Source: an optimization exercise on an open RTL-to-GDS flow (aim: small area, a short achievable clock period and few clock cycles per item). Production flows keep margins and buffers that such runs may drop.
Where RTL was checked, it was by simulation tests only, not by an equivalence proof against the original.
The flow treats the clock pin as an ideal source. Dropping or thinning the clock tree relies on that and would not hold on a real chip.
Power and IR drop assume default switching activity.

== v28 ==
==> module automaton, before the edit <==
module automaton(
    input               clk,
    input               rst,
    input      [31:0]   rule,
    output reg [5:0]    row,
    output reg [5:0]    col,
    output reg          world_we,
    input               world_in,
    output reg          world_out,
    output reg          update_done);
    reg [17:0] sr;          
    reg [63:0] st;          
    reg        c0, c1;      
    reg        halo;        
    reg        first;       
    wire       is_read = ~world_we;
    wire [2:0] s_ = row[5:3];
    wire [2:0] j_ = row[2:0];
    wire       rh = halo;                       
    wire       rd = is_read & ~halo;            
    wire       col0  = (col == 6'd0);
    wire       col63 = (col == 6'd63);
    wire       j7 = (j_ == 3'd7);
    wire [2:0] sd = rh ? (col63 ? 3'd0 : 3'd7) : {2'b00, j7} + {2'b00, ~is_read & col63};
    wire [5:0] nr_row = {s_ + sd, rh ? 3'd0 : j_ + 3'd1};    
    wire [5:0] nr_col = col + {5'd0, ~rd};
    wire       nr_halo = ~rh & j7;
    wire       mW    = rd ? (col == 6'd1) : col0;              
    wire       mN    = rh & (s_ == 3'd1);
    wire       mS    = ~rh & (j_ == 3'd6) & ((rd & col0) ? (s_ == 3'd0) : (s_ == 3'd7));
    wire       tS = is_read ? sr[6]  : sr[7];
    wire       tC = is_read ? sr[7]  : sr[8];
    wire       tN = is_read ? sr[8]  : sr[9];
    wire       tW = is_read ? sr[16] : sr[17];
    wire       bN = (rh ? st[63] : tN) & ~mN;
    wire       bW = tW & ~mW;
    wire       bS = tS & ~mS;
    wire       n0, n1;
    automaton_rule lut(.rule(rule), .idx({bN, bW, tC, bS}), .n0(n0), .n1(n1));
    wire       valid = ~halo & ~first;
    wire       ch0 = valid & (c0 ^ sr[8]);
    wire       ch1 = valid & ((col0 ? c0 : c1) ^ sr[8]);
    wire [5:0] wr_row = {col0 ? s_ - 3'd1 : s_, j_};
    wire       do_wr;
    wire [5:0] n_row, n_col;
    wire       n_halo;
    automaton_pick pick(.world_in(world_in), .ch0(ch0), .ch1(ch1),
                        .is_read(is_read & ~rst),
                        .wr({wr_row, col - 6'd1, 1'b0}),
                        .rd(rst ? 13'd0 : {nr_row, nr_col, nr_halo}),
                        .do_wr(do_wr), .nxt({n_row, n_col, n_halo}));
    always @(posedge clk) begin
        if (is_read)
            sr <= {sr[16:0], world_in};
        if (halo)
            st <= {st[62:0], sr[0]};
        world_out <= ~sr[8];
        row <= n_row;
        col <= n_col;
        halo <= n_halo;
        world_we <= do_wr;
        c0 <= n0;
        c1 <= n1;
        if (rst) begin
            first <= 1'b1;
            update_done <= 1'b0;
        end else begin
            first <= first & ~halo;           
            update_done <= halo & ~first & (s_ == 3'd1) & col0;
        end
    end
endmodule
export LEC_CHECK = 0
export ABC_AREA = 1
export CAP_MARGIN = 20
export CORE_MARGIN = 2
export CORE_UTILIZATION = 50
export GPL_ROUTABILITY_DRIVEN = 1
export GPL_TIMING_DRIVEN = 1
export PLACE_DENSITY = 0.6
export SLEW_MARGIN = 20
export SYNTH_HIERARCHICAL = 1
create_clock -name core_clock -period 10.0 [get_ports {clk}]
standard.sh (not shown) runs the stock make flow with config.mk's settings and CLKGATE_MAP_FILE= SYNTH_SCRIPT=/design/flow/synth_recipe.tcl, a recipe that flattens the netlist after the stock synthesis.
==> flow/flow/run.sh <==
#!/bin/bash
set -euo pipefail
bash standard.sh SYNTH_SCRIPT=$(pwd)/flow/synth_own.tcl SETUP_SLACK_MARGIN=7.25 BUFFER_PORTS_ARGS="-buffer_cell sky130_fd_sc_hd__buf_1" PRE_CTS_TCL=$(pwd)/flow/own_cts.tcl  finish > standard.log 2>&1
Other scripts of this flow, unchanged in this note and not shown: flow/flow/abc_own.script, flow/flow/own_cts.tcl, flow/flow/synth_own.tcl
Input changes introduced in v32 (baseline for comparison: v28):
-- flow/design.v --
<<< v28, line 38
    wire [2:0] s_ = row[5:3];
    wire [2:0] j_ = row[2:0];
    wire       rh = halo;                       
    wire       rd = is_read & ~halo;            
    wire       col0  = (col == 6'd0);
>>> v32, line 38
    wire [2:0] s_ = row[5:3];
    wire [2:0] j_ = row[2:0];
    wire       rh = is_read & halo;             
    wire       rd = is_read & ~halo;            
    wire       col0  = (col == 6'd0);
<<< v28, line 44
    wire       j7 = (j_ == 3'd7);
    wire [2:0] sd = rh ? (col63 ? 3'd0 : 3'd7) : {2'b00, j7} + {2'b00, ~is_read & col63};
    wire [5:0] nr_row = {s_ + sd, rh ? 3'd0 : j_ + 3'd1};    
    wire [5:0] nr_col = col + {5'd0, ~rd};
    wire       nr_halo = ~rh & j7;
>>> v32, line 44
    wire       j7 = (j_ == 3'd7);
    wire [2:0] sd = rh ? (col63 ? 3'd0 : 3'd7) : {2'b00, j7} + {2'b00, ~is_read & col63};
    wire [5:0] nr_row = {s_ + sd, rh ? j_ : j_ + 3'd1};
    wire [5:0] nr_col = col + {5'd0, ~rd};
    wire       nr_halo = ~rh & j7;
<<< v28, line 59
    wire       n0, n1;
    automaton_rule lut(.rule(rule), .idx({bN, bW, tC, bS}), .n0(n0), .n1(n1));
    wire       valid = ~halo & ~first;
    wire       ch0 = valid & (c0 ^ sr[8]);
    wire       ch1 = valid & ((col0 ? c0 : c1) ^ sr[8]);
>>> v32, line 59
    wire       n0, n1;
    automaton_rule lut(.rule(rule), .idx({bN, bW, tC, bS}), .n0(n0), .n1(n1));
    wire       valid = ~halo & ~(first & col0);
    wire       ch0 = valid & (c0 ^ sr[8]);
    wire       ch1 = valid & ((col0 ? c0 : c1) ^ sr[8]);
<<< v28, line 74
        if (is_read)
            sr <= {sr[16:0], world_in};
        if (halo)
            st <= {st[62:0], sr[0]};
        world_out <= ~sr[8];
>>> v32, line 74
        if (is_read)
            sr <= {sr[16:0], world_in};
        if (is_read & halo)
            st <= {st[62:0], sr[0]};
        world_out <= ~sr[8];
<<< v28, line 87
            update_done <= 1'b0;
        end else begin
            first <= first & ~halo;           
            update_done <= halo & ~first & (s_ == 3'd1) & col0;
        end
    end
>>> v32, line 87
            update_done <= 1'b0;
        end else begin
            first <= first & col0;
            update_done <= is_read & halo & ~first & (row == 6'd8) & (col == 6'd0);
        end
    end
==> comparison <==
[compare] base=v28 new=v32: synthesized cell count higher; compound-cell area share of the yosys netlist rose 1.1 points; post-layout total power moved up; inverter count down 1; final standard cell count with taps included and fillers excluded higher. In v32 relative to v28, net load switching power had gone up by more than 100%. Global-route usage in v32 is 0.27 points higher than in v28. Any difference in maximum clock frequency between v32 and v28 is small enough to ignore. Min total met3 wirelength after detailed routing across v28 and v32: v32. Between v28 and v32, the post-route clock period utilization figures differ only marginally.
Testbench counts of v32, summed over its fixed seeds: cycles 2,499,633, generations 384.
The RTL of v28 was laid out without a check of its function. In every run of this note, the design's own scripts or RTL, not TritonCTS, make the clock network.

---

The RTL this note starts from:
==> flow/design.v <==
`timescale 1ns / 1ps
module automaton_pick(
    input         world_in,
    input         c0,
    input         c1,
    input         is_read,
    input  [12:0] wr,           
    input  [12:0] rd,           
    output        do_wr,
    output [12:0] nxt);
    assign do_wr = is_read & (world_in ? c1 : c0);
    assign nxt   = do_wr ? wr : rd;
endmodule
module automaton(
    input               clk,
    input               rst,
    input      [31:0]   rule,
    output reg [5:0]    row,
    output reg [5:0]    col,
    output reg          world_we,
    input               world_in,
    output reg          world_out,
    output reg          update_done);
    reg [17:0] sr;          
    reg [63:0] st;          
    reg        c0, c1;      
    reg        halo;        
    reg        first;       
    reg        d1;          
    wire       is_read = ~world_we;
    reg  [5:0] nr_row, nr_col;
    reg        nr_halo;
    always @* begin
        if (is_read & halo) begin
            nr_row  = (col == 6'd63) ? row : row - 6'd8;
            nr_col  = col + 6'd1;
            nr_halo = 1'b0;
        end else begin
            nr_row  = row + ((~is_read & (col == 6'd63)) ? 6'd9 : 6'd1);
            nr_col  = is_read ? col : col + 6'd1;
            nr_halo = (row[2:0] == 3'd7);
        end
    end
    wire       rh = is_read & halo;             
    wire       rd = is_read & ~halo;            
    wire       ncol0 = rd ? (col == 6'd0) : (col == 6'd63);    
    wire       mW    = rd ? (col == 6'd1) : (col == 6'd0);     
    wire       j0    = rh | (row[2:0] == 3'd7);                
    wire       mN    = rh ? (row == 6'd8) :                    
                       rd ? ((col == 6'd0) ? (row == 6'd7) : (row == 6'd63)) :
                            (row == 6'd63);
    wire       mS    = rh ? 1'b0 :                             
                       rd ? ((col == 6'd0) ? (row == 6'd6) : (row == 6'd62)) :
                            (row == 6'd62);
    wire       tS = is_read ? sr[6]  : sr[7];
    wire       tC = is_read ? sr[7]  : sr[8];
    wire       tN = is_read ? sr[8]  : sr[9];
    wire       tW = is_read ? sr[16] : sr[17];
    wire       bN = (j0 ? st[63] : tN) & ~mN;
    wire       bW = tW & ~mW;
    wire       bS = tS & ~mS;
    wire       r0 = rule[{bN, bW, tC, 1'b0, bS}];
    wire       r1 = rule[{bN, bW, tC, 1'b1, bS}];
    wire       valid = ~nr_halo & ~(first & ncol0);
    wire [5:0] wr_row = (col == 6'd0) ? row - 6'd8 : row;
    wire       do_wr;
    wire [5:0] n_row, n_col;
    wire       n_halo;
    automaton_pick pick(.world_in(world_in), .c0(c0), .c1(c1),
                        .is_read(is_read),
                        .wr({wr_row, col - 6'd1, 1'b0}),
                        .rd({nr_row, nr_col, nr_halo}),
                        .do_wr(do_wr), .nxt({n_row, n_col, n_halo}));
    always @(posedge clk) begin
        if (is_read)
            sr <= {sr[16:0], world_in};
        if (is_read & ~halo & (row[2:0] == 3'd0))
            st <= {st[62:0], sr[1]};
        world_out <= ~sr[8];
        if (rst) begin
            row <= 6'd0;
            col <= 6'd0;
            world_we <= 1'b0;
            halo <= 1'b0;
            first <= 1'b1;
            c0 <= 1'b0;
            c1 <= 1'b0;
            d1 <= 1'b0;
            update_done <= 1'b0;
        end else begin
            row <= n_row;
            col <= n_col;
            halo <= n_halo;
            world_we <= do_wr;
            c0 <= valid & (r0 ^ tC);
            c1 <= valid & ((ncol0 ? r0 : r1) ^ tC);
            first <= first & (col == 6'd0);
            d1 <= is_read & ~first & (row == 6'd7) & (col == 6'd0);
            update_done <= d1;
        end
    end
endmodule
Settings: LEC_CHECK=0, ABC_AREA=1, CAP_MARGIN=20, CORE_MARGIN=2, CORE_UTILIZATION=50, GPL_ROUTABILITY_DRIVEN=1, GPL_TIMING_DRIVEN=1, PLACE_DENSITY=0.6, SLEW_MARGIN=20, SYNTH_HIERARCHICAL=1; clock period 10.0 ns.
==> flow/flow/run.sh <==
#!/bin/bash
set -euo pipefail
bash standard.sh SETUP_SLACK_MARGIN=7.3 BUFFER_PORTS_ARGS="-buffer_cell sky130_fd_sc_hd__buf_1" PRE_CTS_TCL=$(pwd)/flow/own_cts.tcl  finish > standard.log 2>&1
Other scripts of this flow, unchanged in this note and not shown: flow/flow/own_cts.tcl
Testbench counts at the start, summed over its fixed seeds: cycles 2,499,616, generations 384.
Next try:
--- a/flow/design.v
+++ b/flow/design.v
@@ -10,6 +10,22 @@
     output [12:0] nxt);
     assign do_wr = is_read & (world_in ? c1 : c0);
     assign nxt   = do_wr ? wr : rd;
+endmodule
+module automaton_rule(
+    input  [31:0] rule,
+    input  [15:0] sel,          
+    output        n0,
+    output        n1);
+    wire [15:0] e0, e1;
+    genvar i;
+    generate
+        for (i = 0; i < 16; i = i + 1) begin : g
+            assign e0[i] = rule[{i[3:1], 1'b0, i[0]}];
+            assign e1[i] = rule[{i[3:1], 1'b1, i[0]}];
+        end
+    endgenerate
+    assign n0 = |(sel & e0);
+    assign n1 = |(sel & e1);
 endmodule
 module automaton(
     input               clk,
@@ -59,8 +75,9 @@
     wire       bN = (j0 ? st[63] : tN) & ~mN;
     wire       bW = tW & ~mW;
     wire       bS = tS & ~mS;
-    wire       r0 = rule[{bN, bW, tC, 1'b0, bS}];
-    wire       r1 = rule[{bN, bW, tC, 1'b1, bS}];
+    wire       r0, r1;
+    automaton_rule lut(.rule(rule), .sel(16'd1 << {bN, bW, tC, bS}),
+                       .n0(r0), .n1(r1));
     wire       valid = ~nr_halo & ~(first & ncol0);
     wire [5:0] wr_row = (col == 6'd0) ? row - 6'd8 : row;
     wire       do_wr;
What happened:
- wire length goes down by 3.6%
- design area goes up by 1.2%
- sequential power goes down by about 2%
- global-route usage goes down by 1.0 points
- hold slack improved by 7.1 ps
- fmax goes up by about 1.3%
- clock skew barely changes
Testbench counts after the change, summed over its fixed seeds: cycles 2,499,616, generations 384.
In every run of this note, the design's own scripts or RTL, not TritonCTS, make the clock network.

---

// automaton: RTL as listed in full above, without the edits since
clock: 10.0 ns
lec_check: 0
abc_area: 0
cap_margin: 20
core_margin: 2
core_utilization: 50
gpl_routability_driven: 1
gpl_timing_driven: 1
place_density: 0.6
slew_margin: 20
synth_hierarchical: 1
Scripts as last shown in full above: flow/flow/run.sh
Other scripts of this flow, unchanged in this note and not shown: flow/flow/own_cts.tcl
Testbench counts at the start, summed over its fixed seeds: cycles 2,499,616, generations 384.
==> next run, changes <==
--- a/flow/design.v
+++ b/flow/design.v
@@ -26,25 +26,31 @@
     reg        c0, c1;      
     reg        halo;        
     reg        first;       
     reg        d1;          
-    wire       is_read = ~world_we;
+    reg        is_read;     
+    wire [5:0] row_p1 = row + 6'd1;
+    wire [5:0] row_m8 = {row[5:3] - 3'd1, row[2:0]};
+    wire [5:0] row_p9 = {row_p1[5:3] + 3'd1, row_p1[2:0]};
+    wire [5:0] col_p1 = col + 6'd1;
+    wire [5:0] col_m1 = col - 6'd1;
+    wire       col63  = (col == 6'd63);
     reg  [5:0] nr_row, nr_col;
     reg        nr_halo;
     always @* begin
         if (is_read & halo) begin
-            nr_row  = (col == 6'd63) ? row : row - 6'd8;
-            nr_col  = col + 6'd1;
+            nr_row  = col63 ? row : row_m8;
+            nr_col  = col_p1;
             nr_halo = 1'b0;
         end else begin
-            nr_row  = row + ((~is_read & (col == 6'd63)) ? 6'd9 : 6'd1);
-            nr_col  = is_read ? col : col + 6'd1;
+            nr_row  = (~is_read & col63) ? row_p9 : row_p1;
+            nr_col  = is_read ? col : col_p1;
             nr_halo = (row[2:0] == 3'd7);
         end
     end
     wire       rh = is_read & halo;             
     wire       rd = is_read & ~halo;            
-    wire       ncol0 = rd ? (col == 6'd0) : (col == 6'd63);    
+    wire       ncol0 = rd ? (col == 6'd0) : col63;             
     wire       mW    = rd ? (col == 6'd1) : (col == 6'd0);     
     wire       j0    = rh | (row[2:0] == 3'd7);                
     wire       mN    = rh ? (row == 6'd8) :                    
                        rd ? ((col == 6'd0) ? (row == 6'd7) : (row == 6'd63)) :
@@ -61,15 +67,15 @@
     wire       bS = tS & ~mS;
     wire       r0 = rule[{bN, bW, tC, 1'b0, bS}];
     wire       r1 = rule[{bN, bW, tC, 1'b1, bS}];
     wire       valid = ~nr_halo & ~(first & ncol0);
-    wire [5:0] wr_row = (col == 6'd0) ? row - 6'd8 : row;
+    wire [5:0] wr_row = (col == 6'd0) ? row_m8 : row;
     wire       do_wr;
     wire [5:0] n_row, n_col;
     wire       n_halo;
     automaton_pick pick(.world_in(world_in), .c0(c0), .c1(c1),
                         .is_read(is_read),
-                        .wr({wr_row, col - 6'd1, 1'b0}),
+                        .wr({wr_row, col_m1, 1'b0}),
                         .rd({nr_row, nr_col, nr_halo}),
                         .do_wr(do_wr), .nxt({n_row, n_col, n_halo}));
     always @(posedge clk) begin
         if (is_read)
@@ -80,8 +86,9 @@
         if (rst) begin
             row <= 6'd0;
             col <= 6'd0;
             world_we <= 1'b0;
+            is_read <= 1'b1;
             halo <= 1'b0;
             first <= 1'b1;
             c0 <= 1'b0;
             c1 <= 1'b0;
@@ -91,8 +98,9 @@
             row <= n_row;
             col <= n_col;
             halo <= n_halo;
             world_we <= do_wr;
+            is_read <= ~do_wr;
             c0 <= valid & (r0 ^ tC);
             c1 <= valid & ((ncol0 ? r0 : r1) ^ tC);
             first <= first & (col == 6'd0);
             d1 <= is_read & ~first & (row == 6'd7) & (col == 6'd0);
After rerunning:
- via count is higher by roughly a tenth
- clock power stays flat
- flip-flop and latch count climbs by 1
- routed wire length rose by a little under a tenth
- utilization is about the same
The RTL of the second run of this note was laid out without a check of its function. In every run of this note, the design's own scripts or RTL, not TritonCTS, make the clock network.

---

automaton, a different RTL version from the one above (not shown whole).
Size: ~350 cells after synthesis.
Design automaton, start of the top module:
module automaton(
    input               clk,
    input               rst,
    input      [31:0]   rule,
    output reg [5:0]    row,
    output reg [5:0]    col,
    output reg          world_we,
    input               world_in,
    output reg          world_out,
    output reg          update_done);
    reg [17:0] sr;          
    reg [63:0] st;          
    reg        c0, c1;      
    reg        halo;        
    reg        first;       
    wire       is_read = ~world_we;
    wire [2:0] s_ = row[5:3];
    wire [2:0] j_ = row[2:0];
    wire       rh = is_read & halo;             
    wire       rd = is_read & ~halo;            
    wire       col0  = (col == 6'd0);
    wire       col63 = (col == 6'd63);
    wire       j7 = (j_ == 3'd7);
    wire [2:0] sd = rh ? (col63 ? 3'd0 : 3'd7) : {2'b00, j7} + {2'b00, ~is_read & col63};
    wire [5:0] nr_row = {s_ + sd, rh ? j_ : j_ + 3'd1};
    wire [5:0] nr_col = col + {5'd0, ~rd};
    wire       nr_halo = ~rh & j7;
    wire       mW    = rd ? (col == 6'd1) : col0;              
  ...
==> module automaton_pick, before the edit <==
module automaton_pick(
    input         world_in,
    input         ch0,
    input         ch1,
    input         is_read,
    input  [12:0] wr,           
    input  [12:0] rd,           
    output        do_wr,
    output [12:0] nxt);
    assign do_wr = is_read & (world_in ? ch1 : ch0);
    assign nxt   = do_wr ? wr : rd;
endmodule
==> module automaton, before the edit <==
module automaton(
    input               clk,
    input               rst,
    input      [31:0]   rule,
    output reg [5:0]    row,
    output reg [5:0]    col,
    output reg          world_we,
    input               world_in,
    output reg          world_out,
    output reg          update_done);
    reg [17:0] sr;          
    reg [63:0] st;          
    reg        c0, c1;      
    reg        halo;        
    reg        first;       
    wire       is_read = ~world_we;
    wire [2:0] s_ = row[5:3];
    wire [2:0] j_ = row[2:0];
    wire       rh = is_read & halo;             
    wire       rd = is_read & ~halo;            
    wire       col0  = (col == 6'd0);
    wire       col63 = (col == 6'd63);
    wire       j7 = (j_ == 3'd7);
    wire [2:0] sd = rh ? (col63 ? 3'd0 : 3'd7) : {2'b00, j7} + {2'b00, ~is_read & col63};
    wire [5:0] nr_row = {s_ + sd, rh ? j_ : j_ + 3'd1};
    wire [5:0] nr_col = col + {5'd0, ~rd};
    wire       nr_halo = ~rh & j7;
    wire       mW    = rd ? (col == 6'd1) : col0;              
    wire       j0    = rh | j7;                                
    wire       q     = (rd & col0) ? (s_ == 3'd0) : (s_ == 3'd7);
    wire       mN    = rh ? (s_ == 3'd1) : (j7 & q);           
    wire       mS    = ~rh & (j_ == 3'd6) & q;                 
    wire       tS = is_read ? sr[6]  : sr[7];
    wire       tC = is_read ? sr[7]  : sr[8];
    wire       tN = is_read ? sr[8]  : sr[9];
    wire       tW = is_read ? sr[16] : sr[17];
    wire       bN = (j0 ? st[63] : tN) & ~mN;
    wire       bW = tW & ~mW;
    wire       bS = tS & ~mS;
    wire       n0, n1;
    automaton_rule lut(.rule(rule), .sel(16'd1 << {bN, bW, tC, bS}),
                       .n0(n0), .n1(n1));
    wire       valid = ~halo & ~(first & col0);
    wire       ch0 = valid & (c0 ^ sr[8]);
    wire       ch1 = valid & ((col0 ? c0 : c1) ^ sr[8]);
    wire [5:0] wr_row = {col0 ? s_ - 3'd1 : s_, j_};
    wire       do_wr;
    wire [5:0] n_row, n_col;
    wire       n_halo;
    automaton_pick pick(.world_in(world_in), .ch0(ch0), .ch1(ch1),
                        .is_read(is_read),
                        .wr(rst ? 13'd0 : {wr_row, col - 6'd1, 1'b0}),
                        .rd(rst ? 13'd0 : {nr_row, nr_col, nr_halo}),
                        .do_wr(do_wr), .nxt({n_row, n_col, n_halo}));
    always @(posedge clk) begin
        if (is_read)
            sr <= {sr[16:0], world_in};
        if (is_read & ~halo & (row[2:0] == 3'd0))
            st <= {st[62:0], sr[1]};
        world_out <= ~sr[8];
        row <= n_row;
        col <= n_col;
        halo <= n_halo;
        world_we <= do_wr & ~rst;
        c0 <= n0;
        c1 <= n1;
        if (rst) begin
            first <= 1'b1;
            update_done <= 1'b0;
        end else begin
            first <= first & col0;
            update_done <= is_read & halo & ~first & (row == 6'd8) & (col == 6'd0);
        end
    end
endmodule
export LEC_CHECK = 0
export ABC_AREA = 1
export CAP_MARGIN = 20
export CORE_MARGIN = 2
export CORE_UTILIZATION = 50
export GPL_ROUTABILITY_DRIVEN = 1
export GPL_TIMING_DRIVEN = 1
export PLACE_DENSITY = 0.6
export SLEW_MARGIN = 20
export SYNTH_HIERARCHICAL = 1
create_clock -name core_clock -period 10.0 [get_ports {clk}]
==> flow/flow/run.sh <==
#!/bin/bash
set -euo pipefail
bash standard.sh SYNTH_SCRIPT=$(pwd)/flow/synth_own.tcl SETUP_SLACK_MARGIN=7.3 BUFFER_PORTS_ARGS="-buffer_cell sky130_fd_sc_hd__buf_1" PRE_CTS_TCL=$(pwd)/flow/own_cts.tcl POST_CTS_TCL=$(pwd)/flow/own_post_cts.tcl  finish > standard.log 2>&1
Other scripts of this flow, unchanged in this note and not shown: flow/flow/abc_own.script, flow/flow/own_cts.tcl, flow/flow/own_post_cts.tcl, flow/flow/synth_own.tcl
Testbench counts at the start, summed over its fixed seeds: cycles 2,499,633, generations 384.
==> next run, changes <==
--- a/flow/design.v
+++ b/flow/design.v
@@ -18,4 +18,5 @@
 module automaton_pick(
     input         world_in,
+    input         rst,
     input         ch0,
     input         ch1,
@@ -23,8 +24,9 @@
     input  [12:0] wr,           
     input  [12:0] rd,           
-    output        do_wr,
+    output        we,           
     output [12:0] nxt);
-    assign do_wr = is_read & (world_in ? ch1 : ch0);
-    assign nxt   = do_wr ? wr : rd;
+    wire   do_wr = is_read & (world_in ? ch1 : ch0);
+    assign we  = do_wr & ~rst;
+    assign nxt = rst ? 13'd0 : do_wr ? wr : rd;
 endmodule
 module automaton(
@@ -74,12 +76,12 @@
     wire       ch1 = valid & ((col0 ? c0 : c1) ^ sr[8]);
     wire [5:0] wr_row = {col0 ? s_ - 3'd1 : s_, j_};
-    wire       do_wr;
+    wire       we_n;
     wire [5:0] n_row, n_col;
     wire       n_halo;
-    automaton_pick pick(.world_in(world_in), .ch0(ch0), .ch1(ch1),
+    automaton_pick pick(.world_in(world_in), .rst(rst), .ch0(ch0), .ch1(ch1),
                         .is_read(is_read),
-                        .wr(rst ? 13'd0 : {wr_row, col - 6'd1, 1'b0}),
-                        .rd(rst ? 13'd0 : {nr_row, nr_col, nr_halo}),
-                        .do_wr(do_wr), .nxt({n_row, n_col, n_halo}));
+                        .wr({wr_row, col - 6'd1, 1'b0}),
+                        .rd({nr_row, nr_col, nr_halo}),
+                        .we(we_n), .nxt({n_row, n_col, n_halo}));
     always @(posedge clk) begin
         if (is_read)
@@ -91,5 +93,5 @@
         col <= n_col;
         halo <= n_halo;
-        world_we <= do_wr & ~rst;
+        world_we <= we_n;
         c0 <= n0;
         c1 <= n1;
Synthesized cell count falls by 0.85%.
Combinational power rises by 13%.
Power rises by 4.6%.
Via count falls by 3.3%.
Utilization falls by 0.18 points.
Design area rises by 3.2%.
No functional check of the RTL was part of the second run of this note. No run of this note takes its clock network from TritonCTS; it comes from the design's own scripts or RTL.

-- re-timing with driven ports --
How much do the figures lean on ideal ports? The routed layouts below were timed once more, with nothing changed but the port constraints. Step 1: set_driving_cell puts a clkbuf_16 on clk and a buf_2 on each other input, an assumption about the parent block. Step 2 times the ports against the registers' clock, not the clock port: input delays grow and output delays shrink by t, the midpoint of the rising clock arrivals with the driver on. Slacks: ideal ports / drivers / drivers and shift; pairs: ideal ports / drivers.
| run | shift t [ns] | setup WS [ns] | worst setup path at the end | worst data-port slew with drivers (ns) |
|---|---|---|---|---|
| v28 | 0.229 | 7.286 / 7.211 / 7.170 | input to register | 0.04 |
| v32 | 0.222 | 7.289 / 7.218 / 7.188 | input to register | 0.04 |
| the first run of note 2 | 0.229 | 7.253 / 7.177 / 7.102 | input to register | 0.04 |
| the second run of note 2 | 0.235 | 7.288 / 7.206 / 7.116 | input to register | 0.03 |
| the first run of note 3 | 0.229 | 6.968 / 7.024 / 6.795 | input to register | 0.04 |
| the second run of note 3 | 0.232 | 6.937 / 6.975 / 6.762 | input to register | 0.04 |
| the first run of note 4 | 0.227 | 7.351 / 7.278 / 7.215 | input to register | 0.03 |
| the second run of note 4 | 0.225 | 7.353 / 7.287 / 7.181 | input to register | 0.03 |
After both steps setup and hold are still met in every run listed. The setup slack of the second run of note 3, which loses most, moves by +0.038 ns with the drivers and by -0.175 ns with both steps.
